Source: an optimization exercise on an open RTL-to-GDS flow (aim: small area). Production flows keep margins and buffers that such runs may drop. At most, simulation tests tie the RTL to the original design; equivalence was not proved. The RTL of run 4 was laid out without a check of its function.

==> flow/design.v, too long to show whole: its modules and the start of the top module <==
// module CORDIC_Stage_8: 108 lines
// module CORDIC_Stage_9: 106 lines
// module CORDIC_Stage_10: 104 lines
// module CORDIC_Stage_11: 102 lines
// module CORDIC_Stage_12: 100 lines
// module CORDIC_Stage_13: 98 lines
// module CORDIC_Stage_14: 96 lines
// module CORDIC_Stage_15: 94 lines
// module CORDIC_Mul: 459 lines
// module CORDIC_Top: 307 lines
module CORDIC_Top (
    input clk,
    input [31:0] target,
    output [31:0] cos_x
);
  // ...
==> flow/run.sh <==
#!/bin/bash
# synth_recipe.tcl (not shown) runs the flow's synth.tcl, then flattens the netlist and writes it again
# the make line also repeats each setting of config.mk as NAME=value (left out here)
make -C /OpenROAD-flow-scripts/flow DESIGN_CONFIG=/design/flow/config.mk WORK_HOME=/design/flow/orfs CLKGATE_MAP_FILE= SYNTH_SCRIPT=/design/flow/synth_recipe.tcl finish
==> flow/config.mk <==
export PLATFORM = sky130hd
export DESIGN_NAME = CORDIC_Top
export DESIGN_NICKNAME = CORDIC_Top
export VERILOG_FILES = /design/flow/design.v
export SDC_FILE = /design/flow/constraint.sdc
export NUM_CORES = 4
export LEC_CHECK = 0
export CAP_MARGIN = 10
export CORE_MARGIN = 2
export CORE_UTILIZATION = 60
export CTS_BUF_LIST = sky130_fd_sc_hd__clkbuf_4
export GPL_TIMING_DRIVEN = 0
export SLEW_MARGIN = 10
==> flow/constraint.sdc <==
create_clock -name core_clock -period 10.0 [get_ports {clk}]
set_input_delay 2.0000 -clock core_clock [delete_from_list [all_inputs] [get_ports {clk}]]
set_output_delay 2.0000 -clock core_clock [all_outputs]
set_load 0.01 [all_outputs]
==> metrics.yaml, run 1 <==
status:
  outcome: "complete, no violations"
cells_and_area:
  n_all_inverters: 371
  multi_input_area_share_pct: 69.3
  final_area_um2: 26700
  most-common-layout-cells: "inv_1 (366), fa_1 (337), xnor2_1 (309), dfxtp_1 (203), ha_1 (152)"
  n_antenna_cell: 2
  fillers: 3339
  drive_gt1_share_pct: 5.80
sta:
  slew_headroom_pct: 38.8
  finalHoldViolations: 0
floorplan:
  dieArea_um2: 42600
  dieWidth_um: 206
hold_path:
  worstHoldStart: "q4_s[12]$_DFF_P_"
synth:
  synthMuxAreaShare_pct: 0.524
  synth_top_family_by_area: "adder cells"
  synthTopCellsByArea: "fa_1 (27%), dfxtp_1 (18%), xnor2_1 (11%), ha_1 (7.7%), inv_1 (5.6%)"
  syn-num-nets: 3157
  ys.flop_type: "dfxtp_1"
  synth-seq-cells: 216
  synth_top_area_cell: "fa_1"
placement:
  place_area_um2: 25800
clock_network:
  cts_max_level: 2
  numClockSinks: 216
  holdBufCountCts: 0
  tritoncts: "built"
routing:
  highest_layer: "met4"
  drc: 0
  num_vias: 18900
  drt_iter0_drc: 1310
  wirelength_um: 61300
grt:
  grt-ovfl-total: 0
flow_run:
  maxCapViolations: 0
worst_setup_path:
  crit_path_end_kind: "flop"
  crit_top_cell: "fa_1"
  critPathLaunch: "target[26]"
  crit_end: "q1_r[11]$_SDFF_PP1_"
  required_ps: 10560
==> run 2, diff against run 1 <==
--- a/flow/config.mk
+++ b/flow/config.mk
@@ -7,7 +7,7 @@
 export LEC_CHECK = 0
 export CAP_MARGIN = 10
 export CORE_MARGIN = 2
-export CORE_UTILIZATION = 60
+export CORE_UTILIZATION = 40
 export CTS_BUF_LIST = sky130_fd_sc_hd__clkbuf_4
 export GPL_TIMING_DRIVEN = 0
 export SLEW_MARGIN = 10
==> metrics.yaml, run 2 <==
synth:
  syn-num-nets: 3157  # unchanged
  synth_top_area_share_pct: 27.4
  yosys_warnings: 1
  ys.flop_type: "dfxtp_1"
  synth-edff-count: 0
  yosysSeqAreaShare_pct: 17.6
  avgSynthCellArea_um2: 9.34
  netlist_instances: 2635
  post-synth-top-count-cell: "inv_1"
  synth-seq-cells: 216  # unchanged
  synthTopCellsByArea: "fa_1 (27%), dfxtp_1 (18%), xnor2_1 (11%), ha_1 (7.7%), inv_1 (5.6%)"
  synth_area_um2: 24600
  async_reset_ff_share_pct: 0
  synth_cell_types: 87
  synth_top_area_cell: "fa_1"
  synth_common_cells: "inv_1 (366), fa_1 (337), xnor2_1 (309)"
sta:
  fmax_mhz: 105
  finalHoldViolations: 0  # unchanged
  setup_viol: 0
  max_slew.worst_pin.slew_ps: 1000
  setup_slack_ps: 447
  drv_slew: 0
  hold_ws_ps: 311
  clock_skew_ps: 34.5
  period_needed_ps: 9550
  slew_headroom_pct: 32.9  # -5.9 points
  fin_crit_sh_pct: 95.5
clock_network:
  clkSlewWorstSetupHoldPaths_ps: 80
  clockBufferDepth: 3
  holdBufCountCts: 0  # unchanged
  tritoncts: "built"
  cts_max_level: 2  # unchanged
  numClockSinks: 216  # unchanged
  clk_latency_ps: 740
  cts_root_buf: "clkbuf_4"
  cts_buffers: 55
worst_setup_path:
  start_kind: "flop"
  crit_path_end_kind: "output port"
  crit_arrival_ps: 7550
  r2r-start: "q3_s[2]$_DFF_P_"
  r2r_cells: 33
  required_ps: 8000  # -2560 ps
  r2r-end: "q4_x[29]$_DFF_P_"
  cp_max_fo: 5
  reg2reg_slack_ps: 540
  crit_end: "cos_x[31]"
  path_class: "reg -> out"
  critPathLaunch: "q7_x[17]$_DFF_P_"
routing:
  final_antenna_net_count: 0
  drc: 0  # unchanged
  via_per_inst: 5.24
  drt_pass1_iterations: 5
  highest_layer: "met4"
  wirelength_um: 63200  # +3.1%
  wl_met1_um: 27500
  met3_length_um: 2500
  wl_per_cell_um: 17.7
  num_vias: 18700  # -1.1%
  met2_length_um: 31200
  drt_iter0_drc: 1137  # -13%
grt:
  grt_usage_pct: 20.5
  grt_start_max_net_pins: 16
  grt_first_pass_wirelength_um: 105000
  grt_pass1_vias: 19800
  antenna_found_initial: 1
  grt-ovfl-total: 0  # unchanged
cells_and_area:
  multi_input_area_um2: 18600
  final_cells: 3563
  nets: 3264
  area_growth_pct: 9.74
  final_util_pct: 44.6
  most-common-layout-cells: "inv_1 (366), fa_1 (337), xnor2_1 (308), dfxtp_1 (200), ha_1 (151)"
  ff_latch_area_um2: 4340
  fillers: 5911  # +77%
  layout_commonest_cell: "inv_1"
  drive_gt1_share_pct: 6.40  # +0.61 points
hold_path:
  hold_path.class: "reg -> reg"
floorplan:
  rows: 90
  start_util_pct: 40.6
  boundaryPins: 65
  coreArea_um2: 60600
  die_y_um: 252
  dieWidth_um: 252  # +22%
  dieArea_um2: 63500  # +49%
placement:
  place_congestion: 0.931
  pre_cts_ws_ps: -1220
  io_buffers: 50
  dpl.hpwl_um: 52600
  dp_cells: 3467
flow_run:
  maxCapViolations: 0  # unchanged
status:
  outcome: "complete, no violations"
==> run 2: layer usage <==
| layer | GRT usage [%] | vias up |
|---|---|---|
| met5 | 0 | - |
| met1 | 26.4 | 9150 |
| met3 | 2.54 | 131 |
| met4 | 6.98 | 0 |
| li1 | - | 8930 |
| met2 | 35.5 | 459 |
==> run 2: what timing repair did <==
action,4_1_cts,5_1_grt
resized for setup,15,57
buffers inserted,0,2
pin swaps,0,1
setup endpoints to repair,38,47
==> run 2: final cells by class <==
type | instances | share of cell area, %
Sequential cell | 216 | 16.1
Inverter | 371 | 5.16
Multi-Input combinational cell | 1937 | 68.8
Antenna cell | 1 | 0.00927
Tap cell | 782 | 3.62
Clock buffer | 72 | 2.00
Buffer | 109 | 1.75
Clock inverter | 23 | 0.667
Timing Repair Buffer | 52 | 1.91
==> run 2: how the worst min path moves through the flow <==
stage,from,endpoint,slack [ps],depth (start not counted)
after floorplan,q2_s[0]$_DFF_P_,q3_s[0]$_DFF_P_,310,0
after global placement,q3_s[11]$_SDFF_PP1_,q4_s[11]$_DFF_P_,310,0
after detailed placement,q3_s[12]$_SDFF_PP1_,q4_s[12]$_DFF_P_,310,0
after CTS,q4_s[13]$_DFF_P_,q5_s[13]$_DFF_P_,310,0
after global routing,q4_s[13]$_DFF_P_,q5_s[13]$_DFF_P_,330,0
final,q4_s[13]$_DFF_P_,q5_s[13]$_DFF_P_,310,0
==> run 2: worst max-delay path, stage by stage, from the launching register on <==
cell	delay [ps]
dfxtp_1	570
inv_1	240
fa_1	440
fa_1	550
inv_1	50
fa_1	500
inv_1	50
fa_1	370
inv_1	80
fa_1	160
inv_1	50
fa_1	530
inv_1	40
ha_1	180
inv_1	60
fa_1	160
inv_1	50
fa_1	380
fa_1	370
inv_1	70
fa_1	410
nand4b_1	270
a21oi_2	300
nand4b_1	150
xnor2_1	180
clkdlybuf4s50_1	560
==> run 2: metrics by stage <==
stage                     setup TNS (ps)  instance area (um2)
after floorplan                        0                24600
after global placement            -28730                26100
after detailed placement          -32680                26100
after CTS                              0                26900
after global routing               -65.9                27000
final                                  0                27000
==> run 2: kinds of logic (layout without fill, tap and decap cells) <==
group / count (synthesis) / after routing / share of synthesized area, %
xor gates and xnor gates: 439 / 439 / 15.6
muxes: 9 / 9 / 0.524
DFF: 216 / 216 / 17.6
AOI/OAI and AO/OA: 390 / 390 / 10.6
buffers and inverters: 482 / 627 / 7.51
other: 1 / 2 / 0.0152
adders and majority gates: 491 / 491 / 35.2
and+or+nand+nor: 607 / 607 / 13.0
==> run 3, diff against run 2 <==
--- a/flow/config.mk
+++ b/flow/config.mk
@@ -8,6 +8,8 @@
 export CAP_MARGIN = 10
 export CORE_MARGIN = 2
 export CORE_UTILIZATION = 40
-export CTS_BUF_LIST = sky130_fd_sc_hd__clkbuf_4
+export CTS_BUF_LIST = sky130_fd_sc_hd__clkbuf_8
+export CTS_CLUSTER_DIAMETER = 60
+export CTS_CLUSTER_SIZE = 16
 export GPL_TIMING_DRIVEN = 0
 export SLEW_MARGIN = 10
==> metrics.yaml, run 3 <==
sta:
  max_slew.worst_pin.slew_ps: 1010  # +12.6 ps
  clock_skew_ps: 30.2  # -4.32 ps
  fmax_mhz: 105  # +0.40%
  finalHoldViolations: 0  # unchanged
  period_needed_ps: 9520  # -38.1 ps
  setup_viol: 0  # unchanged
  hold_ws_ps: 326  # +14.9 ps
  fin_crit_sh_pct: 95.2  # -0.38 points
  slew_headroom_pct: 32.1  # -0.85 points
  drv_slew: 0  # unchanged
worst_setup_path:
  cp_slowest_cell: "dfxtp_1"
  crit_path_end_kind: "output port"
  start_kind: "flop"
  path_class: "reg -> out"
  cpLargestDelayFamily: "adder cells"
  r2r-start: "q3_s[2]$_DFF_P_"
  slowest_delay_ps: 600  # +30 ps
  cp_max_fo: 5  # unchanged
  cp.buffers_inverters: 10  # unchanged
  required_ps: 8000  # about the same
  crit_arrival_ps: 7520  # -30 ps
  crit_top_cell: "fa_1"
  critPathLaunch: "q7_x[17]$_DFF_P_"
grt:
  antenna_found_initial: 0  # -1
  grt_start_max_net_pins: 17  # +1
  grt-ovfl-total: 0  # unchanged
  grt_pass1_vias: 19600  # -1.2%
  grt_first_pass_wirelength_um: 104000  # -0.55%
  grt_usage_pct: 20.3  # -0.21 points
routing:
  final_antenna_net_count: 0  # unchanged
  drt_pass1_iterations: 7  # +2
  num_vias: 18400  # -1.4%
  wirelength_um: 62700  # -0.70%
  via_per_inst: 5.25  # +0.21%
  drt_iter0_drc: 1133  # -0.35%
  wl_per_cell_um: 17.9  # +0.91%
  drc: 0  # unchanged
clock_network:
  cts_root_buf: "clkbuf_8"
  cts_buffers: 23  # -58%
  cts_max_level: 1  # -1
  holdBufCountCts: 0  # unchanged
  tritoncts: "built"
  numClockSinks: 216  # unchanged
  clk_latency_ps: 570  # -170 ps
  clockBufferDepth: 3  # unchanged
  clkSlewWorstSetupHoldPaths_ps: 100  # +20 ps
floorplan:
  die_y_um: 252  # unchanged
  rows: 90  # unchanged
  start_util_pct: 40.6  # unchanged
  boundaryPins: 65  # unchanged
  dieWidth_um: 252  # unchanged
  dieArea_um2: 63500  # unchanged
  coreArea_um2: 60600  # unchanged
synth:
  synth_cell_types: 87  # unchanged
  avgSynthCellArea_um2: 9.34  # unchanged
  synthTopCellsByArea: "fa_1 (27%), dfxtp_1 (18%), xnor2_1 (11%), ha_1 (7.7%), inv_1 (5.6%)"
  yosysSeqAreaShare_pct: 17.6  # unchanged
  synth_top_area_share_pct: 27.4  # unchanged
  synth_top_area_cell: "fa_1"
  ys.flop_type: "dfxtp_1"
  syn-num-nets: 3157  # unchanged
  synth_common_cells: "inv_1 (366), fa_1 (337), xnor2_1 (309)"
  synth-seq-cells: 216  # unchanged
  post-synth-top-count-cell: "inv_1"
  yosys_warnings: 1  # unchanged
  synth-edff-count: 0  # unchanged
  netlist_instances: 2635  # unchanged
  synth_area_um2: 24600  # unchanged
  async_reset_ff_share_pct: 0  # unchanged
placement:
  place_congestion: 0.931  # unchanged
  dpl.hpwl_um: 52600  # unchanged
  io_buffers: 50  # unchanged
cells_and_area:
  nets: 3232  # -0.98%
  final_util_pct: 44.3  # -0.30 points
  most-common-layout-cells: "inv_1 (367), fa_1 (337), xnor2_1 (308), dfxtp_1 (205), ha_1 (151)"
  fillers: 5913  # +0.034%
  layout_commonest_cell: "inv_1"
  area_growth_pct: 9.00
  drive_gt1_share_pct: 4.74  # -1.7 points
flow_run:
  maxCapViolations: 0  # unchanged
hold_path:
  hold_path.class: "reg -> reg"
  worstHoldStart: "q3_s[8]$_DFF_P_"
status:
  outcome: "complete, no violations"
run 3: cell counts after synthesis:
No cell type changed its count.
run 3: cell type report:
type,count,area [um2],area share (%)
diodes,1,2.50,0.00933
plain buffers,107,465,1.74
repair buffers,54,533,1.99
clock inverters,13,180,0.672
multi-input cells,1937,18600,69.3
clock buffers,25,344,1.28
well taps,782,978,3.65
flip-flops and latches,216,4340,16.2
inverters,371,1390,5.19
run 3: kinds of logic after synthesis:
family | Yosys count | share of synthesized area (%)
other | 1 | 0.0152
muxes | 9 | 0.524
xor gates and xnor gates | 439 | 15.6
buffers and inverters | 482 | 7.51
and+or+nand+nor | 607 | 13.0
AOI/OAI and AO/OA | 390 | 10.6
adders and majority gates | 491 | 35.2
DFF | 216 | 17.6
run 3: worst register-to-register path, delay by kind of cell, from the launching register on:
kind | cells | cell delay (ps)
AOI/OAI and AO/OA | 10 | 3000
adders and majority gates | 7 | 2700
buffers and inverters | 8 | 1530
xor gates and xnor gates | 3 | 570
DFF | 1 | 390
and+or+nand+nor | 6 | 1120
run 3: repair_timing:
item	CTS	global route
setup buffers	0	4
pin swaps	0	2
endpoints found under the setup margin	34	46
endpoints found under the hold margin	0	0
gates resized for setup	18	48
cloned	0	0
run 3: path summary, 6_finish.rpt:
kind,end,slack (ps),cells past startpoint
worst max register to register,q4_x[29]$_DFF_P_,580,34
worst min register to register,q4_s[8]$_DFF_P_,330,0
worst max-delay path,cos_x[31],480,25
worst min-delay path,q4_s[8]$_DFF_P_,330,0
run 3: per-layer routing:
layer | GRT usage, % | share of wire [%] | vias up
met5 | 0 | 0 | -
met4 | 5.44 | 2.8 | 0
met3 | 2.22 | 3.6 | 102
met2 | 35.7 | 50 | 380
met1 | 26.4 | 44 | 9100
li1 | - | - | 8827
run 3: per-stage QoR:
| stage | setup TNS, ps | worst slack [ps] | instances | instance area, um2 |
|---|---|---|---|---|
| after floorplan | 0 | 1210 | 2635 | 24600 |
| after global placement | -28730 | -1080 | 3467 | 26100 |
| after detailed placement | -32680 | -1220 | 3467 | 26100 |
| after CTS | 0 | 6.66 | 3505 | 26700 |
| after global routing | -38.0 | -20.8 | 3505 | 26800 |
| final | 0 | 485 | 3506 | 26800 |
==> module CORDIC_Top, before the edit <==
module CORDIC_Top (
    input clk,
    input [31:0] target,
    output [31:0] cos_x
);
	wire s0 = target > 32'h3b58ce00;
	wire big = target > 32'hc90fdaa2;
	wire c0_1_e = target >= 32'h1bfd5800;
	wire c1_1_e = target <= 32'h6e5b96a2;
	wire c0_2_0 = target >= 32'h0c127ab0;
	wire c1_2_0 = target <= 32'h7e4673f2;
	wire c0_2_1 = target >= 32'h2be83550;
	wire c1_2_1 = target <= 32'h5e70b952;
	wire s1 = s0 ? (big | c1_1_e) : c0_1_e;
	wire s2 = s0 ? (big | (s1 ? c1_2_1 : c1_2_0)) : (s1 ? c0_2_1 : c0_2_0);
	wire [31:0] ea_a = target ^ {32{s0}};
	wire [31:0] ea_k = (s0 ? (s1 ? (s2 ? 32'h56736263 : 32'h666e1043) : (s2 ? 32'h76491d03 : 32'h8643cae3)) : (s1 ? (s2 ? 32'hcc1a73c0 : 32'hdc1521a0) : (s2 ? 32'hebf02e60 : 32'hfbeadc40)));
	wire eas_1 = ea_a[0] ^ ea_k[0] ^ 1'b0;
	wire eac_2 = (ea_a[0] & ea_k[0]) | (ea_a[0] & 1'b0) | (ea_k[0] & 1'b0);
	wire eas_3 = ea_a[1] ^ ea_k[1] ^ eac_2;
	wire eac_4 = (ea_a[1] & ea_k[1]) | (ea_a[1] & eac_2) | (ea_k[1] & eac_2);
	wire eas_5 = ea_a[2] ^ ea_k[2] ^ eac_4;
	wire eac_6 = (ea_a[2] & ea_k[2]) | (ea_a[2] & eac_4) | (ea_k[2] & eac_4);
	wire eas_7 = ea_a[3] ^ ea_k[3] ^ eac_6;
	wire eac_8 = (ea_a[3] & ea_k[3]) | (ea_a[3] & eac_6) | (ea_k[3] & eac_6);
	wire eas_9 = ea_a[4] ^ ea_k[4] ^ eac_8;
	wire eac_10 = (ea_a[4] & ea_k[4]) | (ea_a[4] & eac_8) | (ea_k[4] & eac_8);
	wire eaz_11 = ea_a[5] ^ ea_k[5];
	wire eak_12 = ea_a[5] & ea_k[5];
	wire eaz_13 = ea_a[6] ^ ea_k[6] ^ eak_12;
	wire eak_14 = (ea_a[6] & ea_k[6]) | (ea_a[6] & eak_12) | (ea_k[6] & eak_12);
	wire eaz_15 = ea_a[7] ^ ea_k[7] ^ eak_14;
	wire eak_16 = (ea_a[7] & ea_k[7]) | (ea_a[7] & eak_14) | (ea_k[7] & eak_14);
	wire eaz_17 = ea_a[8] ^ ea_k[8] ^ eak_16;
	wire eak_18 = (ea_a[8] & ea_k[8]) | (ea_a[8] & eak_16) | (ea_k[8] & eak_16);
	wire eaz_19 = ea_a[9] ^ ea_k[9] ^ eak_18;
	wire eak_20 = (ea_a[9] & ea_k[9]) | (ea_a[9] & eak_18) | (ea_k[9] & eak_18);
	wire eao_21 = eaz_11 ^ eac_10;
	wire eao_22 = eaz_13 ^ (eac_10 & eaz_11);
	wire eap_23 = eaz_11 & eaz_13;
	wire eao_24 = eaz_15 ^ (eac_10 & eap_23);
	wire eap_25 = eap_23 & eaz_15;
	wire eao_26 = eaz_17 ^ (eac_10 & eap_25);
	wire eap_27 = eap_25 & eaz_17;
	wire eao_28 = eaz_19 ^ (eac_10 & eap_27);
	wire eap_29 = eap_27 & eaz_19;
	wire eaco_30 = eak_20 | (eac_10 & eap_29);
	wire eaz_31 = ea_a[10] ^ ea_k[10];
	wire eak_32 = ea_a[10] & ea_k[10];
	wire eaz_33 = ea_a[11] ^ ea_k[11] ^ eak_32;
	wire eak_34 = (ea_a[11] & ea_k[11]) | (ea_a[11] & eak_32) | (ea_k[11] & eak_32);
	wire eaz_35 = ea_a[12] ^ ea_k[12] ^ eak_34;
	wire eak_36 = (ea_a[12] & ea_k[12]) | (ea_a[12] & eak_34) | (ea_k[12] & eak_34);
	wire eaz_37 = ea_a[13] ^ ea_k[13] ^ eak_36;
	wire eak_38 = (ea_a[13] & ea_k[13]) | (ea_a[13] & eak_36) | (ea_k[13] & eak_36);
	wire eaz_39 = ea_a[14] ^ ea_k[14] ^ eak_38;
	wire eak_40 = (ea_a[14] & ea_k[14]) | (ea_a[14] & eak_38) | (ea_k[14] & eak_38);
	wire eao_41 = eaz_31 ^ eaco_30;
	wire eao_42 = eaz_33 ^ (eaco_30 & eaz_31);
	wire eap_43 = eaz_31 & eaz_33;
	wire eao_44 = eaz_35 ^ (eaco_30 & eap_43);
	wire eap_45 = eap_43 & eaz_35;
	wire eao_46 = eaz_37 ^ (eaco_30 & eap_45);
	wire eap_47 = eap_45 & eaz_37;
	wire eao_48 = eaz_39 ^ (eaco_30 & eap_47);
	wire eap_49 = eap_47 & eaz_39;
	wire eaco_50 = eak_40 | (eaco_30 & eap_49);
	wire eaz_51 = ea_a[15] ^ ea_k[15];
	wire eak_52 = ea_a[15] & ea_k[15];
	wire eaz_53 = ea_a[16] ^ ea_k[16] ^ eak_52;
	wire eak_54 = (ea_a[16] & ea_k[16]) | (ea_a[16] & eak_52) | (ea_k[16] & eak_52);
	wire eaz_55 = ea_a[17] ^ ea_k[17] ^ eak_54;
	wire eak_56 = (ea_a[17] & ea_k[17]) | (ea_a[17] & eak_54) | (ea_k[17] & eak_54);
	wire eaz_57 = ea_a[18] ^ ea_k[18] ^ eak_56;
	wire eak_58 = (ea_a[18] & ea_k[18]) | (ea_a[18] & eak_56) | (ea_k[18] & eak_56);
	wire eaz_59 = ea_a[19] ^ ea_k[19] ^ eak_58;
	wire eak_60 = (ea_a[19] & ea_k[19]) | (ea_a[19] & eak_58) | (ea_k[19] & eak_58);
	wire eao_61 = eaz_51 ^ eaco_50;
	wire eao_62 = eaz_53 ^ (eaco_50 & eaz_51);
	wire eap_63 = eaz_51 & eaz_53;
	wire eao_64 = eaz_55 ^ (eaco_50 & eap_63);
	wire eap_65 = eap_63 & eaz_55;
	wire eao_66 = eaz_57 ^ (eaco_50 & eap_65);
	wire eap_67 = eap_65 & eaz_57;
	wire eao_68 = eaz_59 ^ (eaco_50 & eap_67);
	wire eap_69 = eap_67 & eaz_59;
	wire eaco_70 = eak_60 | (eaco_50 & eap_69);
	wire eaz_71 = ea_a[20] ^ ea_k[20];
	wire eak_72 = ea_a[20] & ea_k[20];
	wire eaz_73 = ea_a[21] ^ ea_k[21] ^ eak_72;
	wire eak_74 = (ea_a[21] & ea_k[21]) | (ea_a[21] & eak_72) | (ea_k[21] & eak_72);
	wire eaz_75 = ea_a[22] ^ ea_k[22] ^ eak_74;
	wire eak_76 = (ea_a[22] & ea_k[22]) | (ea_a[22] & eak_74) | (ea_k[22] & eak_74);
	wire eaz_77 = ea_a[23] ^ ea_k[23] ^ eak_76;
	wire eak_78 = (ea_a[23] & ea_k[23]) | (ea_a[23] & eak_76) | (ea_k[23] & eak_76);
	wire eaz_79 = ea_a[24] ^ ea_k[24] ^ eak_78;
	wire eak_80 = (ea_a[24] & ea_k[24]) | (ea_a[24] & eak_78) | (ea_k[24] & eak_78);
	wire eao_81 = eaz_71 ^ eaco_70;
	wire eao_82 = eaz_73 ^ (eaco_70 & eaz_71);
	wire eap_83 = eaz_71 & eaz_73;
	wire eao_84 = eaz_75 ^ (eaco_70 & eap_83);
	wire eap_85 = eap_83 & eaz_75;
	wire eao_86 = eaz_77 ^ (eaco_70 & eap_85);
	wire eap_87 = eap_85 & eaz_77;
	wire eao_88 = eaz_79 ^ (eaco_70 & eap_87);
	wire eap_89 = eap_87 & eaz_79;
	wire eaco_90 = eak_80 | (eaco_70 & eap_89);
	wire eaz_91 = ea_a[25] ^ ea_k[25];
	wire eak_92 = ea_a[25] & ea_k[25];
	wire eaz_93 = ea_a[26] ^ ea_k[26] ^ eak_92;
	wire eak_94 = (ea_a[26] & ea_k[26]) | (ea_a[26] & eak_92) | (ea_k[26] & eak_92);
	wire eaz_95 = ea_a[27] ^ ea_k[27] ^ eak_94;
	wire eak_96 = (ea_a[27] & ea_k[27]) | (ea_a[27] & eak_94) | (ea_k[27] & eak_94);
	wire eaz_97 = ea_a[28] ^ ea_k[28] ^ eak_96;
	wire eak_98 = (ea_a[28] & ea_k[28]) | (ea_a[28] & eak_96) | (ea_k[28] & eak_96);
	wire eaz_99 = ea_a[29] ^ ea_k[29] ^ eak_98;
	wire eak_100 = (ea_a[29] & ea_k[29]) | (ea_a[29] & eak_98) | (ea_k[29] & eak_98);
	wire eao_101 = eaz_91 ^ eaco_90;
	wire eao_102 = eaz_93 ^ (eaco_90 & eaz_91);
	wire eap_103 = eaz_91 & eaz_93;
	wire eao_104 = eaz_95 ^ (eaco_90 & eap_103);
	wire eap_105 = eap_103 & eaz_95;
	wire eao_106 = eaz_97 ^ (eaco_90 & eap_105);
	wire eap_107 = eap_105 & eaz_97;
	wire eao_108 = eaz_99 ^ (eaco_90 & eap_107);
	wire eap_109 = eap_107 & eaz_99;
	wire eaco_110 = eak_100 | (eaco_90 & eap_109);
	wire eaz_111 = ea_a[30] ^ ea_k[30];
	wire eak_112 = ea_a[30] & ea_k[30];
	wire eaz_113 = ea_a[31] ^ ea_k[31] ^ eak_112;
	wire eak_114 = (ea_a[31] & ea_k[31]) | (ea_a[31] & eak_112) | (ea_k[31] & eak_112);
	wire eao_115 = eaz_111 ^ eaco_110;
	wire eao_116 = eaz_113 ^ (eaco_110 & eaz_111);
	wire eap_117 = eaz_111 & eaz_113;
	wire eaco_118 = eak_114 | (eaco_110 & eap_117);
	wire [31:0] r3w = {eao_116, eao_115, eao_108, eao_106, eao_104, eao_102, eao_101, eao_88, eao_86, eao_84, eao_82, eao_81, eao_68, eao_66, eao_64, eao_62, eao_61, eao_48, eao_46, eao_44, eao_42, eao_41, eao_28, eao_26, eao_24, eao_22, eao_21, eas_9, eas_7, eas_5, eas_3, eas_1};
	wire r3pos = big | (~r3w[31] & (|r3w[30:27]));
	wire r3neg = ~big & r3w[31] & ~(&r3w[30:27]);
	wire [27:0] r3c = r3pos ? 28'h7ffffff : r3neg ? 28'h8000000 : r3w[27:0];
	reg [27:0] q1_r; reg [2:0] q1_s;
	always @(posedge clk) begin q1_r <= r3c; q1_s <= {s2, s1, s0}; end
	wire s3 = ~q1_r[27];
	wire d4_0 = ((q1_r) ^ 28'h8000000) >= 28'h4005548;
	wire d4_1 = ((q1_r) ^ 28'h8000000) >= 28'hbffaab8;
	wire d5_00 = ((q1_r) ^ 28'h8000000) >= 28'h2005ff2;
	wire d5_01 = ((q1_r) ^ 28'h8000000) >= 28'h6004a9e;
	wire d5_10 = ((q1_r) ^ 28'h8000000) >= 28'h9ffb562;
	wire d5_11 = ((q1_r) ^ 28'h8000000) >= 28'hdffa00e;
	wire s4 = s3 ? d4_1 : d4_0;
	wire wrapz = ~(s4 | s3 | (|q1_s));
	wire s5 = ~wrapz & (s3 ? (s4 ? d5_11 : d5_10) : (s4 ? d5_01 : d5_00));
	wire [27:0] eb_a = q1_r;
	wire [27:0] eb_k = (s3 ? (s4 ? (s5 ? 28'h9006147 : 28'hb005e9d) : (s5 ? 28'hd004bf3 : 28'hf004949)) : (s4 ? (s5 ? 28'hffb6b7 : 28'h2ffb40d) : (s5 ? 28'h4ffa163 : 28'h6ff9eb9)));
	wire ebs_1 = eb_a[0] ^ eb_k[0] ^ 1'b0;
	wire ebc_2 = (eb_a[0] & eb_k[0]) | (eb_a[0] & 1'b0) | (eb_k[0] & 1'b0);
	wire ebs_3 = eb_a[1] ^ eb_k[1] ^ ebc_2;
	wire ebc_4 = (eb_a[1] & eb_k[1]) | (eb_a[1] & ebc_2) | (eb_k[1] & ebc_2);
	wire ebs_5 = eb_a[2] ^ eb_k[2] ^ ebc_4;
	wire ebc_6 = (eb_a[2] & eb_k[2]) | (eb_a[2] & ebc_4) | (eb_k[2] & ebc_4);
	wire ebs_7 = eb_a[3] ^ eb_k[3] ^ ebc_6;
	wire ebc_8 = (eb_a[3] & eb_k[3]) | (eb_a[3] & ebc_6) | (eb_k[3] & ebc_6);
	wire ebs_9 = eb_a[4] ^ eb_k[4] ^ ebc_8;
	wire ebc_10 = (eb_a[4] & eb_k[4]) | (eb_a[4] & ebc_8) | (eb_k[4] & ebc_8);
	wire ebz_11 = eb_a[5] ^ eb_k[5];
	wire ebk_12 = eb_a[5] & eb_k[5];
	wire ebz_13 = eb_a[6] ^ eb_k[6] ^ ebk_12;
	wire ebk_14 = (eb_a[6] & eb_k[6]) | (eb_a[6] & ebk_12) | (eb_k[6] & ebk_12);
	wire ebz_15 = eb_a[7] ^ eb_k[7] ^ ebk_14;
	wire ebk_16 = (eb_a[7] & eb_k[7]) | (eb_a[7] & ebk_14) | (eb_k[7] & ebk_14);
	wire ebz_17 = eb_a[8] ^ eb_k[8] ^ ebk_16;
	wire ebk_18 = (eb_a[8] & eb_k[8]) | (eb_a[8] & ebk_16) | (eb_k[8] & ebk_16);
	wire ebz_19 = eb_a[9] ^ eb_k[9] ^ ebk_18;
	wire ebk_20 = (eb_a[9] & eb_k[9]) | (eb_a[9] & ebk_18) | (eb_k[9] & ebk_18);
	wire ebo_21 = ebz_11 ^ ebc_10;
	wire ebo_22 = ebz_13 ^ (ebc_10 & ebz_11);
	wire ebp_23 = ebz_11 & ebz_13;
	wire ebo_24 = ebz_15 ^ (ebc_10 & ebp_23);
	wire ebp_25 = ebp_23 & ebz_15;
	wire ebo_26 = ebz_17 ^ (ebc_10 & ebp_25);
	wire ebp_27 = ebp_25 & ebz_17;
	wire ebo_28 = ebz_19 ^ (ebc_10 & ebp_27);
	wire ebp_29 = ebp_27 & ebz_19;
	wire ebco_30 = ebk_20 | (ebc_10 & ebp_29);
	wire ebz_31 = eb_a[10] ^ eb_k[10];
	wire ebk_32 = eb_a[10] & eb_k[10];
	wire ebz_33 = eb_a[11] ^ eb_k[11] ^ ebk_32;
	wire ebk_34 = (eb_a[11] & eb_k[11]) | (eb_a[11] & ebk_32) | (eb_k[11] & ebk_32);
	wire ebz_35 = eb_a[12] ^ eb_k[12] ^ ebk_34;
	wire ebk_36 = (eb_a[12] & eb_k[12]) | (eb_a[12] & ebk_34) | (eb_k[12] & ebk_34);
	wire ebz_37 = eb_a[13] ^ eb_k[13] ^ ebk_36;
	wire ebk_38 = (eb_a[13] & eb_k[13]) | (eb_a[13] & ebk_36) | (eb_k[13] & ebk_36);
	wire ebz_39 = eb_a[14] ^ eb_k[14] ^ ebk_38;
	wire ebk_40 = (eb_a[14] & eb_k[14]) | (eb_a[14] & ebk_38) | (eb_k[14] & ebk_38);
	wire ebo_41 = ebz_31 ^ ebco_30;
	wire ebo_42 = ebz_33 ^ (ebco_30 & ebz_31);
	wire ebp_43 = ebz_31 & ebz_33;
	wire ebo_44 = ebz_35 ^ (ebco_30 & ebp_43);
	wire ebp_45 = ebp_43 & ebz_35;
	wire ebo_46 = ebz_37 ^ (ebco_30 & ebp_45);
	wire ebp_47 = ebp_45 & ebz_37;
	wire ebo_48 = ebz_39 ^ (ebco_30 & ebp_47);
	wire ebp_49 = ebp_47 & ebz_39;
	wire ebco_50 = ebk_40 | (ebco_30 & ebp_49);
	wire ebz_51 = eb_a[15] ^ eb_k[15];
	wire ebk_52 = eb_a[15] & eb_k[15];
	wire ebz_53 = eb_a[16] ^ eb_k[16] ^ ebk_52;
	wire ebk_54 = (eb_a[16] & eb_k[16]) | (eb_a[16] & ebk_52) | (eb_k[16] & ebk_52);
	wire ebz_55 = eb_a[17] ^ eb_k[17] ^ ebk_54;
	wire ebk_56 = (eb_a[17] & eb_k[17]) | (eb_a[17] & ebk_54) | (eb_k[17] & ebk_54);
	wire ebz_57 = eb_a[18] ^ eb_k[18] ^ ebk_56;
	wire ebk_58 = (eb_a[18] & eb_k[18]) | (eb_a[18] & ebk_56) | (eb_k[18] & ebk_56);
	wire ebz_59 = eb_a[19] ^ eb_k[19] ^ ebk_58;
	wire ebk_60 = (eb_a[19] & eb_k[19]) | (eb_a[19] & ebk_58) | (eb_k[19] & ebk_58);
	wire ebo_61 = ebz_51 ^ ebco_50;
	wire ebo_62 = ebz_53 ^ (ebco_50 & ebz_51);
	wire ebp_63 = ebz_51 & ebz_53;
	wire ebo_64 = ebz_55 ^ (ebco_50 & ebp_63);
	wire ebp_65 = ebp_63 & ebz_55;
	wire ebo_66 = ebz_57 ^ (ebco_50 & ebp_65);
	wire ebp_67 = ebp_65 & ebz_57;
	wire ebo_68 = ebz_59 ^ (ebco_50 & ebp_67);
	wire ebp_69 = ebp_67 & ebz_59;
	wire ebco_70 = ebk_60 | (ebco_50 & ebp_69);
	wire ebz_71 = eb_a[20] ^ eb_k[20];
	wire ebk_72 = eb_a[20] & eb_k[20];
	wire ebz_73 = eb_a[21] ^ eb_k[21] ^ ebk_72;
	wire ebk_74 = (eb_a[21] & eb_k[21]) | (eb_a[21] & ebk_72) | (eb_k[21] & ebk_72);
	wire ebz_75 = eb_a[22] ^ eb_k[22] ^ ebk_74;
	wire ebk_76 = (eb_a[22] & eb_k[22]) | (eb_a[22] & ebk_74) | (eb_k[22] & ebk_74);
	wire ebz_77 = eb_a[23] ^ eb_k[23] ^ ebk_76;
	wire ebk_78 = (eb_a[23] & eb_k[23]) | (eb_a[23] & ebk_76) | (eb_k[23] & ebk_76);
	wire ebz_79 = eb_a[24] ^ eb_k[24] ^ ebk_78;
	wire ebk_80 = (eb_a[24] & eb_k[24]) | (eb_a[24] & ebk_78) | (eb_k[24] & ebk_78);
	wire ebo_81 = ebz_71 ^ ebco_70;
	wire ebo_82 = ebz_73 ^ (ebco_70 & ebz_71);
	wire ebp_83 = ebz_71 & ebz_73;
	wire ebo_84 = ebz_75 ^ (ebco_70 & ebp_83);
	wire ebp_85 = ebp_83 & ebz_75;
	wire ebo_86 = ebz_77 ^ (ebco_70 & ebp_85);
	wire ebp_87 = ebp_85 & ebz_77;
	wire ebo_88 = ebz_79 ^ (ebco_70 & ebp_87);
	wire ebp_89 = ebp_87 & ebz_79;
	wire ebco_90 = ebk_80 | (ebco_70 & ebp_89);
	wire ebz_91 = eb_a[25] ^ eb_k[25];
	wire ebk_92 = eb_a[25] & eb_k[25];
	wire ebz_93 = eb_a[26] ^ eb_k[26] ^ ebk_92;
	wire ebk_94 = (eb_a[26] & eb_k[26]) | (eb_a[26] & ebk_92) | (eb_k[26] & ebk_92);
	wire ebz_95 = eb_a[27] ^ eb_k[27] ^ ebk_94;
	wire ebk_96 = (eb_a[27] & eb_k[27]) | (eb_a[27] & ebk_94) | (eb_k[27] & ebk_94);
	wire ebo_97 = ebz_91 ^ ebco_90;
	wire ebo_98 = ebz_93 ^ (ebco_90 & ebz_91);
	wire ebp_99 = ebz_91 & ebz_93;
	wire ebo_100 = ebz_95 ^ (ebco_90 & ebp_99);
	wire ebp_101 = ebp_99 & ebz_95;
	wire ebco_102 = ebk_96 | (ebco_90 & ebp_101);
	wire [27:0] r6w = {ebo_100, ebo_98, ebo_97, ebo_88, ebo_86, ebo_84, ebo_82, ebo_81, ebo_68, ebo_66, ebo_64, ebo_62, ebo_61, ebo_48, ebo_46, ebo_44, ebo_42, ebo_41, ebo_28, ebo_26, ebo_24, ebo_22, ebo_21, ebs_9, ebs_7, ebs_5, ebs_3, ebs_1};
	wire r6pos = ~r6w[27] & (|r6w[26:24]);
	wire r6neg = wrapz | (r6w[27] & ~(&r6w[26:24]));
	wire [24:0] r6c = r6neg ? 25'h1000000 : r6pos ? 25'h0ffffff : r6w[24:0];
	reg [24:0] q2_r; reg [5:0] q2_s;
	always @(posedge clk) begin q2_r <= r6c; q2_s <= {s5, s4, s3, q1_s}; end
	wire s6 = ~q2_r[24];
	wire e7_0 = ((q2_r) ^ 25'h1000000) >= 25'h80002a;
	wire e7_1 = ((q2_r) ^ 25'h1000000) >= 25'h17fffd6;
	wire e8_00 = ((q2_r) ^ 25'h1000000) >= 25'h40002f;
	wire e8_01 = ((q2_r) ^ 25'h1000000) >= 25'hc00025;
	wire e8_10 = ((q2_r) ^ 25'h1000000) >= 25'h13fffdb;
	wire e8_11 = ((q2_r) ^ 25'h1000000) >= 25'h1bfffd1;
	wire s7 = s6 ? e7_1 : e7_0;
	wire s8 = s6 ? (s7 ? e8_11 : e8_10) : (s7 ? e8_01 : e8_00);
	wire [24:0] ec_k = (s6 ? (s7 ? (s8 ? 25'h1200030 : 25'h160002e) : (s8 ? 25'h1a00026 : 25'h1e00024)) : (s7 ? (s8 ? 25'h1fffdc : 25'h5fffda) : (s8 ? 25'h9fffd2 : 25'hdfffd0)));
	wire [16:0] ec_c;
	assign ec_c[0] = 1'b0;
	genvar gi;
	generate for (gi = 0; gi < 16; gi = gi + 1) begin : ecc
		assign ec_c[gi+1] = (q2_r[gi] & ec_k[gi]) | (ec_c[gi] & (q2_r[gi] | ec_k[gi]));
	end endgenerate
	wire [8:0] r9h = q2_r[24:16] + ec_k[24:16] + {8'b0, ec_c[16]};
	wire [8:0] q9 = r9h;
	wire q9pos = ~q9[8] & (|q9[7:5]);
	wire q9neg = q9[8] & ~(&q9[7:5]);
	wire [5:0] u = q9pos ? 6'h3f : q9neg ? 6'h00 : {~q9[5], q9[4:0]};
	reg [13:0] q3_s;
	always @(posedge clk) q3_s <= {u[1], u[2], u[3], u[4], u[5], s8, s7, s6, q2_s};
	wire [31:0] x6 = (q3_s[0] ? (q3_s[1] ? (q3_s[2] ? (q3_s[3] ? (q3_s[4] ? (q3_s[5] ? 32'h1 : 32'h2000000) : (q3_s[5] ? 32'h4080000 : 32'h5f80000)) : (q3_s[4] ? (q3_s[5] ? 32'h8304000 : 32'ha0fc000) : (q3_s[5] ? 32'hbf7c000 : 32'hdc84000))) : (q3_s[3] ? (q3_s[4] ? (q3_s[5] ? 32'h10e38400 : 32'h12a07c00) : (q3_s[5] ? 32'h14667c00 : 32'h16158400)) : (q3_s[4] ? (q3_s[5] ? 32'h180dbc00 : 32'h19ae4400) : (q3_s[5] ? 32'h1b584400 : 32'h1cebbc00)))) : (q3_s[2] ? (q3_s[3] ? (q3_s[4] ? (q3_s[5] ? 32'h23e37880 : 32'h25550780) : (q3_s[5] ? 32'h26d0c780 : 32'h2836b880)) : (q3_s[4] ? (q3_s[5] ? 32'h29e6e780 : 32'h2b409880) : (q3_s[5] ? 32'h2ca4d880 : 32'h2df3a780))) : (q3_s[3] ? (q3_s[4] ? (q3_s[5] ? 32'h308e1b80 : 32'h31cd6480) : (q3_s[5] ? 32'h3317a480 : 32'h344cdb80)) : (q3_s[4] ? (q3_s[5] ? 32'h35cd0480 : 32'h36f77b80) : (q3_s[5] ? 32'h382d3b80 : 32'h394e4480))))) : (q3_s[1] ? (q3_s[2] ? (q3_s[3] ? (q3_s[4] ? (q3_s[5] ? 32'h50bfcf20 : 32'h517f50e0) : (q3_s[5] ? 32'h524bc0e0 : 32'h53051f20)) : (q3_s[4] ? (q3_s[5] ? 32'h540b38e0 : 32'h54bda720) : (q3_s[5] ? 32'h557d3720 : 32'h5629e8e0))) : (q3_s[3] ? (q3_s[4] ? (q3_s[5] ? 32'h582358e0 : 32'h58c58720) : (q3_s[5] ? 32'h59751720 : 32'h5a1208e0)) : (q3_s[4] ? (q3_s[5] ? 32'h5afc1f20 : 32'h5b9300e0) : (q3_s[5] ? 32'h5c3770e0 : 32'h5cc96f20)))) : (q3_s[2] ? (q3_s[3] ? (q3_s[4] ? (q3_s[5] ? 32'h62b18b60 : 32'h6329d4a0) : (q3_s[5] ? 32'h63b024a0 : 32'h64247b60)) : (q3_s[4] ? (q3_s[5] ? 32'h64e68ca0 : 32'h65561360) : (q3_s[5] ? 32'h65d3c360 : 32'h663f9ca0))) : (q3_s[3] ? (q3_s[4] ? (q3_s[5] ? 32'h67f8a4a0 : 32'h685bfb60) : (q3_s[5] ? 32'h68cdab60 : 32'h692db4a0)) : (q3_s[4] ? (q3_s[5] ? 32'h69dbc360 : 32'h6a379ca0) : (q3_s[5] ? 32'h6aa1eca0 : 32'h6afab360))))));
	wire [31:0] x7, x8;
	CORDIC_Stage_8 it6 (.s(q3_s[6]), .x(x6), .y(x7));
	CORDIC_Stage_9 it7 (.s(q3_s[7]), .x(x7), .y(x8));
	reg [31:0] q4_x; reg [13:8] q4_s;
	always @(posedge clk) begin q4_x <= x8; q4_s <= q3_s[13:8]; end
	wire [31:0] x9, x10;
	CORDIC_Stage_10 it8 (.s(q4_s[8]), .x(q4_x), .y(x9));
	CORDIC_Stage_11 it9 (.s(q4_s[9]), .x(x9), .y(x10));
	reg [31:0] q5_x; reg [13:10] q5_s;
	always @(posedge clk) begin q5_x <= x10; q5_s <= q4_s[13:10]; end
	wire [31:0] x11, x12;
	CORDIC_Stage_12 it10 (.s(q5_s[10]), .x(q5_x), .y(x11));
	CORDIC_Stage_13 it11 (.s(q5_s[11]), .x(x11), .y(x12));
	reg [31:0] q6_x; reg [13:12] q6_s;
	always @(posedge clk) begin q6_x <= x12; q6_s <= q5_s[13:12]; end
	wire [31:0] x13, x14;
	CORDIC_Stage_14 it12 (.s(q6_s[12]), .x(q6_x), .y(x13));
	CORDIC_Stage_15 it13 (.s(q6_s[13]), .x(x13), .y(x14));
	reg [31:0] q7_x;
	always @(posedge clk) q7_x <= x14;
	CORDIC_Mul mul (.a(q7_x), .y(cos_x));
endmodule
==> run 4, diff against run 3 <==
--- a/flow/design.v
+++ b/flow/design.v
@@ -1401,23 +1401,23 @@
 	wire eap_117 = eaz_111 & eaz_113;
 	wire eaco_118 = eak_114 | (eaco_110 & eap_117);
 	wire [31:0] r3w = {eao_116, eao_115, eao_108, eao_106, eao_104, eao_102, eao_101, eao_88, eao_86, eao_84, eao_82, eao_81, eao_68, eao_66, eao_64, eao_62, eao_61, eao_48, eao_46, eao_44, eao_42, eao_41, eao_28, eao_26, eao_24, eao_22, eao_21, eas_9, eas_7, eas_5, eas_3, eas_1};
-	wire r3pos = big | (~r3w[31] & (|r3w[30:27]));
-	wire r3neg = ~big & r3w[31] & ~(&r3w[30:27]);
-	wire [27:0] r3c = r3pos ? 28'h7ffffff : r3neg ? 28'h8000000 : r3w[27:0];
-	reg [27:0] q1_r; reg [2:0] q1_s;
+	wire r3sg = ~big & r3w[31];
+	wire r3b = big | (r3w[31] ? (&r3w[30:27]) : (|r3w[30:27]));
+	wire [28:0] r3c = {r3sg, r3b, r3w[26:0]};
+	reg [28:0] q1_r; reg [2:0] q1_s;
 	always @(posedge clk) begin q1_r <= r3c; q1_s <= {s2, s1, s0}; end
-	wire s3 = ~q1_r[27];
-	wire d4_0 = ((q1_r) ^ 28'h8000000) >= 28'h4005548;
-	wire d4_1 = ((q1_r) ^ 28'h8000000) >= 28'hbffaab8;
-	wire d5_00 = ((q1_r) ^ 28'h8000000) >= 28'h2005ff2;
-	wire d5_01 = ((q1_r) ^ 28'h8000000) >= 28'h6004a9e;
-	wire d5_10 = ((q1_r) ^ 28'h8000000) >= 28'h9ffb562;
-	wire d5_11 = ((q1_r) ^ 28'h8000000) >= 28'hdffa00e;
+	wire s3 = ~q1_r[28];
+	wire d4_0 = ((q1_r) ^ 29'h10000000) >= 29'hc005548;
+	wire d4_1 = ((q1_r) ^ 29'h10000000) >= 29'h13ffaab8;
+	wire d5_00 = ((q1_r) ^ 29'h10000000) >= 29'ha005ff2;
+	wire d5_01 = ((q1_r) ^ 29'h10000000) >= 29'he004a9e;
+	wire d5_10 = ((q1_r) ^ 29'h10000000) >= 29'h11ffb562;
+	wire d5_11 = ((q1_r) ^ 29'h10000000) >= 29'h15ffa00e;
 	wire s4 = s3 ? d4_1 : d4_0;
 	wire wrapz = ~(s4 | s3 | (|q1_s));
 	wire s5 = ~wrapz & (s3 ? (s4 ? d5_11 : d5_10) : (s4 ? d5_01 : d5_00));
-	wire [27:0] eb_a = q1_r;
-	wire [27:0] eb_k = (s3 ? (s4 ? (s5 ? 28'h9006147 : 28'hb005e9d) : (s5 ? 28'hd004bf3 : 28'hf004949)) : (s4 ? (s5 ? 28'hffb6b7 : 28'h2ffb40d) : (s5 ? 28'h4ffa163 : 28'h6ff9eb9)));
+	wire [28:0] eb_a = q1_r;
+	wire [28:0] eb_k = (s3 ? (s4 ? (s5 ? 29'h19006147 : 29'h1b005e9d) : (s5 ? 29'h1d004bf3 : 29'h1f004949)) : (s4 ? (s5 ? 29'hffb6b7 : 29'h2ffb40d) : (s5 ? 29'h4ffa163 : 29'h6ff9eb9)));
 	wire ebs_1 = eb_a[0] ^ eb_k[0] ^ 1'b0;
 	wire ebc_2 = (eb_a[0] & eb_k[0]) | (eb_a[0] & 1'b0) | (eb_k[0] & 1'b0);
 	wire ebs_3 = eb_a[1] ^ eb_k[1] ^ ebc_2;
@@ -1514,38 +1514,42 @@
 	wire ebk_94 = (eb_a[26] & eb_k[26]) | (eb_a[26] & ebk_92) | (eb_k[26] & ebk_92);
 	wire ebz_95 = eb_a[27] ^ eb_k[27] ^ ebk_94;
 	wire ebk_96 = (eb_a[27] & eb_k[27]) | (eb_a[27] & ebk_94) | (eb_k[27] & ebk_94);
-	wire ebo_97 = ebz_91 ^ ebco_90;
-	wire ebo_98 = ebz_93 ^ (ebco_90 & ebz_91);
-	wire ebp_99 = ebz_91 & ebz_93;
-	wire ebo_100 = ebz_95 ^ (ebco_90 & ebp_99);
-	wire ebp_101 = ebp_99 & ebz_95;
-	wire ebco_102 = ebk_96 | (ebco_90 & ebp_101);
-	wire [27:0] r6w = {ebo_100, ebo_98, ebo_97, ebo_88, ebo_86, ebo_84, ebo_82, ebo_81, ebo_68, ebo_66, ebo_64, ebo_62, ebo_61, ebo_48, ebo_46, ebo_44, ebo_42, ebo_41, ebo_28, ebo_26, ebo_24, ebo_22, ebo_21, ebs_9, ebs_7, ebs_5, ebs_3, ebs_1};
-	wire r6pos = ~r6w[27] & (|r6w[26:24]);
-	wire r6neg = wrapz | (r6w[27] & ~(&r6w[26:24]));
-	wire [24:0] r6c = r6neg ? 25'h1000000 : r6pos ? 25'h0ffffff : r6w[24:0];
-	reg [24:0] q2_r; reg [5:0] q2_s;
+	wire ebz_97 = eb_a[28] ^ eb_k[28] ^ ebk_96;
+	wire ebk_98 = (eb_a[28] & eb_k[28]) | (eb_a[28] & ebk_96) | (eb_k[28] & ebk_96);
+	wire ebo_99 = ebz_91 ^ ebco_90;
+	wire ebo_100 = ebz_93 ^ (ebco_90 & ebz_91);
+	wire ebp_101 = ebz_91 & ebz_93;
+	wire ebo_102 = ebz_95 ^ (ebco_90 & ebp_101);
+	wire ebp_103 = ebp_101 & ebz_95;
+	wire ebo_104 = ebz_97 ^ (ebco_90 & ebp_103);
+	wire ebp_105 = ebp_103 & ebz_97;
+	wire ebco_106 = ebk_98 | (ebco_90 & ebp_105);
+	wire [28:0] r6w = {ebo_104, ebo_102, ebo_100, ebo_99, ebo_88, ebo_86, ebo_84, ebo_82, ebo_81, ebo_68, ebo_66, ebo_64, ebo_62, ebo_61, ebo_48, ebo_46, ebo_44, ebo_42, ebo_41, ebo_28, ebo_26, ebo_24, ebo_22, ebo_21, ebs_9, ebs_7, ebs_5, ebs_3, ebs_1};
+	wire r6sg = wrapz | r6w[28];
+	wire r6b = ~wrapz & (r6w[28] ? (&r6w[27:24]) : (|r6w[27:24]));
+	wire [25:0] r6c = {r6sg, r6b, r6w[23:0]};
+	reg [25:0] q2_r; reg [5:0] q2_s;
 	always @(posedge clk) begin q2_r <= r6c; q2_s <= {s5, s4, s3, q1_s}; end
-	wire s6 = ~q2_r[24];
-	wire e7_0 = ((q2_r) ^ 25'h1000000) >= 25'h80002a;
-	wire e7_1 = ((q2_r) ^ 25'h1000000) >= 25'h17fffd6;
-	wire e8_00 = ((q2_r) ^ 25'h1000000) >= 25'h40002f;
-	wire e8_01 = ((q2_r) ^ 25'h1000000) >= 25'hc00025;
-	wire e8_10 = ((q2_r) ^ 25'h1000000) >= 25'h13fffdb;
-	wire e8_11 = ((q2_r) ^ 25'h1000000) >= 25'h1bfffd1;
+	wire s6 = ~q2_r[25];
+	wire e7_0 = ((q2_r) ^ 26'h2000000) >= 26'h180002a;
+	wire e7_1 = ((q2_r) ^ 26'h2000000) >= 26'h27fffd6;
+	wire e8_00 = ((q2_r) ^ 26'h2000000) >= 26'h140002f;
+	wire e8_01 = ((q2_r) ^ 26'h2000000) >= 26'h1c00025;
+	wire e8_10 = ((q2_r) ^ 26'h2000000) >= 26'h23fffdb;
+	wire e8_11 = ((q2_r) ^ 26'h2000000) >= 26'h2bfffd1;
 	wire s7 = s6 ? e7_1 : e7_0;
 	wire s8 = s6 ? (s7 ? e8_11 : e8_10) : (s7 ? e8_01 : e8_00);
-	wire [24:0] ec_k = (s6 ? (s7 ? (s8 ? 25'h1200030 : 25'h160002e) : (s8 ? 25'h1a00026 : 25'h1e00024)) : (s7 ? (s8 ? 25'h1fffdc : 25'h5fffda) : (s8 ? 25'h9fffd2 : 25'hdfffd0)));
+	wire [25:0] ec_k = (s6 ? (s7 ? (s8 ? 26'h3200030 : 26'h360002e) : (s8 ? 26'h3a00026 : 26'h3e00024)) : (s7 ? (s8 ? 26'h1fffdc : 26'h5fffda) : (s8 ? 26'h9fffd2 : 26'hdfffd0)));
 	wire [16:0] ec_c;
 	assign ec_c[0] = 1'b0;
 	genvar gi;
 	generate for (gi = 0; gi < 16; gi = gi + 1) begin : ecc
 		assign ec_c[gi+1] = (q2_r[gi] & ec_k[gi]) | (ec_c[gi] & (q2_r[gi] | ec_k[gi]));
 	end endgenerate
-	wire [8:0] r9h = q2_r[24:16] + ec_k[24:16] + {8'b0, ec_c[16]};
-	wire [8:0] q9 = r9h;
-	wire q9pos = ~q9[8] & (|q9[7:5]);
-	wire q9neg = q9[8] & ~(&q9[7:5]);
+	wire [9:0] r9h = q2_r[25:16] + ec_k[25:16] + {9'b0, ec_c[16]};
+	wire [9:0] q9 = r9h;
+	wire q9pos = ~q9[9] & (|q9[8:5]);
+	wire q9neg = q9[9] & ~(&q9[8:5]);
 	wire [5:0] u = q9pos ? 6'h3f : q9neg ? 6'h00 : {~q9[5], q9[4:0]};
 	reg [13:0] q3_s;
 	always @(posedge clk) q3_s <= {u[1], u[2], u[3], u[4], u[5], s8, s7, s6, q2_s};
--- a/flow/config.mk
+++ b/flow/config.mk
@@ -8,8 +8,8 @@
 export CAP_MARGIN = 10
 export CORE_MARGIN = 2
 export CORE_UTILIZATION = 40
-export CTS_BUF_LIST = sky130_fd_sc_hd__clkbuf_8
-export CTS_CLUSTER_DIAMETER = 60
-export CTS_CLUSTER_SIZE = 16
+export CTS_BUF_LIST = sky130_fd_sc_hd__clkbuf_16
+export CTS_CLUSTER_DIAMETER = 80
+export CTS_CLUSTER_SIZE = 30
 export GPL_TIMING_DRIVEN = 0
 export SLEW_MARGIN = 10
==> metrics.yaml, run 4 <==
routing:
  drt_pass1_iterations: 5  # -2
  num_vias: 17900  # -2.7%
  wl_per_cell_um: 17.5  # -1.9%
  drt_iter0_drc: 896  # -21%
  final_antenna_net_count: 0  # unchanged
  drc: 0  # unchanged
  wirelength_um: 60200  # -4.0%
  via_per_inst: 5.22  # -0.61%
worst_setup_path:
  r2r-start: "q3_s[3]$_DFF_P_"
  crit_arrival_ps: 10030  # +2510 ps
  cp_slowest_cell: "or4_1"
  required_ps: 10400  # +2400 ps
  slowest_delay_ps: 560  # -40 ps
  r2r_cells: 34  # unchanged
  reg2reg_slack_ps: 550  # -30 ps
  cpLargestDelayFamily: "adder cells"
  path_class: "in -> reg"
  start_kind: "input pin"
  crit_path_end_kind: "flop"
  cp_max_fo: 6  # +1
  r2r-end: "q4_x[29]$_DFF_P_"
  cp.buffers_inverters: 2  # -8
clock_network:
  cts_buffers: 14  # -39%
  cts_max_level: 1  # unchanged
  numClockSinks: 218  # +0.93%
  clockBufferDepth: 3  # unchanged
  tritoncts: "built"
  clk_latency_ps: 510  # -60 ps
  cts_root_buf: "clkbuf_16"
  holdBufCountCts: 0  # unchanged
  clkSlewWorstSetupHoldPaths_ps: 100  # about the same
sta:
  fin_crit_sh_pct: 96.3  # +1.2 points
  slew_headroom_pct: 23.8  # -8.3 points
  finalHoldViolations: 0  # unchanged
  setup_viol: 0  # unchanged
  clock_skew_ps: 20.8  # -9.35 ps
  max_slew.worst_pin.slew_ps: 1130  # +118 ps
  period_needed_ps: 9630  # +115 ps
  setup_slack_ps: 370  # -115 ps
  hold_ws_ps: 316  # -10.3 ps
  drv_slew: 0  # unchanged
  fmax_mhz: 104  # -1.2%
cells_and_area:
  most-common-layout-cells: "inv_1 (356), fa_1 (338), xnor2_1 (288), dfxtp_1 (218), ha_1 (156)"
  area_growth_pct: 8.87
  n_antenna_cell: 0  # -1
  layout_commonest_cell: "inv_1"
  nets: 3169  # -1.9%
  drive_gt1_share_pct: 4.53  # -0.21 points
  fillers: 5789  # -2.1%
  final_util_pct: 44.1  # -0.14 points
  final_area_um2: 26700  # -0.51%
synth:
  ys.flop_type: "dfxtp_1"
  synth_top_area_share_pct: 27.6  # +0.19 points
  netlist_instances: 2572  # -2.4%
  synthTopCellsByArea: "fa_1 (28%), dfxtp_1 (18%), xnor2_1 (10%), ha_1 (8.0%), inv_1 (5.4%)"
  synth_area_um2: 24500  # -0.39%
  synth-seq-cells: 218  # +0.93%
  async_reset_ff_share_pct: 0  # unchanged
  synth_top_area_cell: "fa_1"
  yosys_warnings: 1  # unchanged
  avgSynthCellArea_um2: 9.53  # +2.0%
  post-synth-top-count-cell: "inv_1"
  synth_common_cells: "inv_1 (355), fa_1 (338), xnor2_1 (288)"
  syn-num-nets: 3100  # -1.8%
  synth_cell_types: 91  # +4.6%
  synth-edff-count: 0  # unchanged
  yosysSeqAreaShare_pct: 17.8  # +0.23 points
placement:
  place_congestion: 0.898  # -3.5%
  pre_cts_ws_ps: -1250  # -31.6 ps
  io_buffers: 51  # +2.0%
  dpl.hpwl_um: 50400  # -4.1%
  place_area_um2: 26000  # -0.33%
flow_run:
  maxCapViolations: 0  # unchanged
grt:
  grt_start_max_net_pins: 30  # +13
  met2_usage_pct: 34.8  # -0.90 points
  top_usage_layer: "met2"
  grt-ovfl-total: 0  # unchanged
  met3_usage_pct: 1.89  # -0.33 points
  grt_first_pass_wirelength_um: 99100  # -4.8%
  antenna_found_initial: 0  # unchanged
  met1_usage_pct: 25.0  # -1.4 points
  grt_pass1_vias: 19000  # -3.0%
  grt_usage_pct: 19.4  # -0.89 points
floorplan:
  rows: 90  # unchanged
  dieArea_um2: 63300  # -0.38%
  dieWidth_um: 252  # -0.19%
  start_util_pct: 40.5  # -0.084 points
  boundaryPins: 65  # unchanged
  coreArea_um2: 60500  # -0.19%
  die_y_um: 252  # -0.19%
hold_path:
  hold_path.class: "reg -> reg"
  hold_end: "q6_s[12]$_DFF_P_"
  worstHoldStart: "q5_s[12]$_DFF_P_"
  hold_depth: 0  # unchanged
status:
  outcome: "complete, no violations"
run 4: cell count changes after synthesis, moves of 11 or more:
| cell | delta |
|---|---|
| xnor2_1 | -21 |
| a211oi_1 | -14 |
| xor2_1 | +21 |
| a21oi_1 | -27 |
| nand3_1 | -17 |
| inv_1 | -11 |
| o21ai_0 | -23 |
run 4: worst register-to-register path: cells and delay by family (launching register included):
family	cells	cell delay (ps)
compound gates	7	1950
xor+xnor	2	360
fa+ha+maj	13	4100
buf+inv	8	1410
flops	1	470
mux	2	620
simple gates	2	410
run 4: worst max path at each step:
stage,start,end,slack [ps],cells after the start
2_1_floorplan,target[10],q1_r[27]$_DFF_P_,750,30
3_3_place_gp,target[19],q1_r[27]$_DFF_P_,-1090,32
3_5_place_dp,target[18],q1_r[27]$_DFF_P_,-1250,32
4_1_cts,q3_s[3]$_DFF_P_,q4_x[29]$_DFF_P_,10,34
5_1_grt,target[10],q1_r[27]$_DFF_P_,-0.8,32
6_report,target[0],q1_r[27]$_DFF_P_,370,31
run 4: kinds of logic (layout without fill, tap and decap cells):
logic type | count (synthesis) | count (layout) | synth area share, %
mux | 17 | 17 | 0.924
compound gates | 330 | 330 | 9.25
other cells | 1 | 1 | 0.0153
flops | 218 | 218 | 17.8
simple gates | 595 | 595 | 13.0
xor+xnor | 440 | 440 | 15.8
buf+inv | 470 | 547 | 7.37
fa+ha+maj | 501 | 501 | 35.9
run 4: area by class of cell:
class | instances | area [um2] | area share [%]
Clock inverter | 9 | 113 | 0.422
Clock buffer | 15 | 375 | 1.41
Buffer | 112 | 482 | 1.81
Timing Repair Buffer | 53 | 531 | 1.99
Tap cell | 782 | 978 | 3.67
Inverter | 358 | 1350 | 5.05
Sequential cell | 218 | 4360 | 16.4
Multi-Input combinational cell | 1884 | 18500 | 69.3
run 4: stage by stage:
stage / setup TNS (ps) / std cells
after global placement: -1940 / 3405
after detailed placement: -2380 / 3405
after floorplan: 0 / 2572
final: 0 / 3431
after CTS: 0 / 3430
after global routing: -0.773 / 3431
run 4: timing repair:
item,4_1_cts,5_1_grt
buffers inserted,1,1
setup endpoints to repair,3,12
pin swaps,2,2
resized for setup,14,43
run 4: metal layers:
layer | up-vias | part of all wire (%)
met4 | 0 | 2.3
met3 | 87 | 4.2
met5 | - | 0
met1 | 8792 | 44
li1 | 8589 | -
met2 | 438 | 50

[afterwards: timing with drivers on the ports]
In the flow no input, the clock included, has a driving cell. The finished layouts below were timed again as built, in two steps.
Step 1 sets driving cells, clkbuf_16 on the clock port and buf_2 on the other inputs (assumed; they add their load-dependent delay and slew).
Step 2 adds t to the input delays and takes it off the output delays; t is the mean of the earliest and latest rising clock arrival at the registers after step 1. Input paths then give back, and output paths get back, about the clock's delay inside the block.
Three values: no drivers, after step 1, after step 2; two values: the first two.
run | t (ns) | slack for setup (ns) | worst hold slack (ns) | worst setup path after step 2
run 1 | 0.766 | 0.410 / 0.441 / -0.325 | 0.328 / 0.328 / 0.328 | input to register
run 2 | 0.780 | 0.447 / 0.393 / -0.160 | 0.311 / 0.311 / 0.311 | input to register
run 3 | 0.603 | 0.485 / 0.436 / -0.058 | 0.326 / 0.326 / 0.326 | input to register
run 4 | 0.548 | 0.370 / 0.398 / -0.150 | 0.316 / 0.316 / 0.316 | input to register
Met with ideal ports but missed after step 2: setup timing in every run listed. For run 1, which loses most, drivers alone change the setup slack by +0.031 ns; drivers and shift together by -0.735 ns.
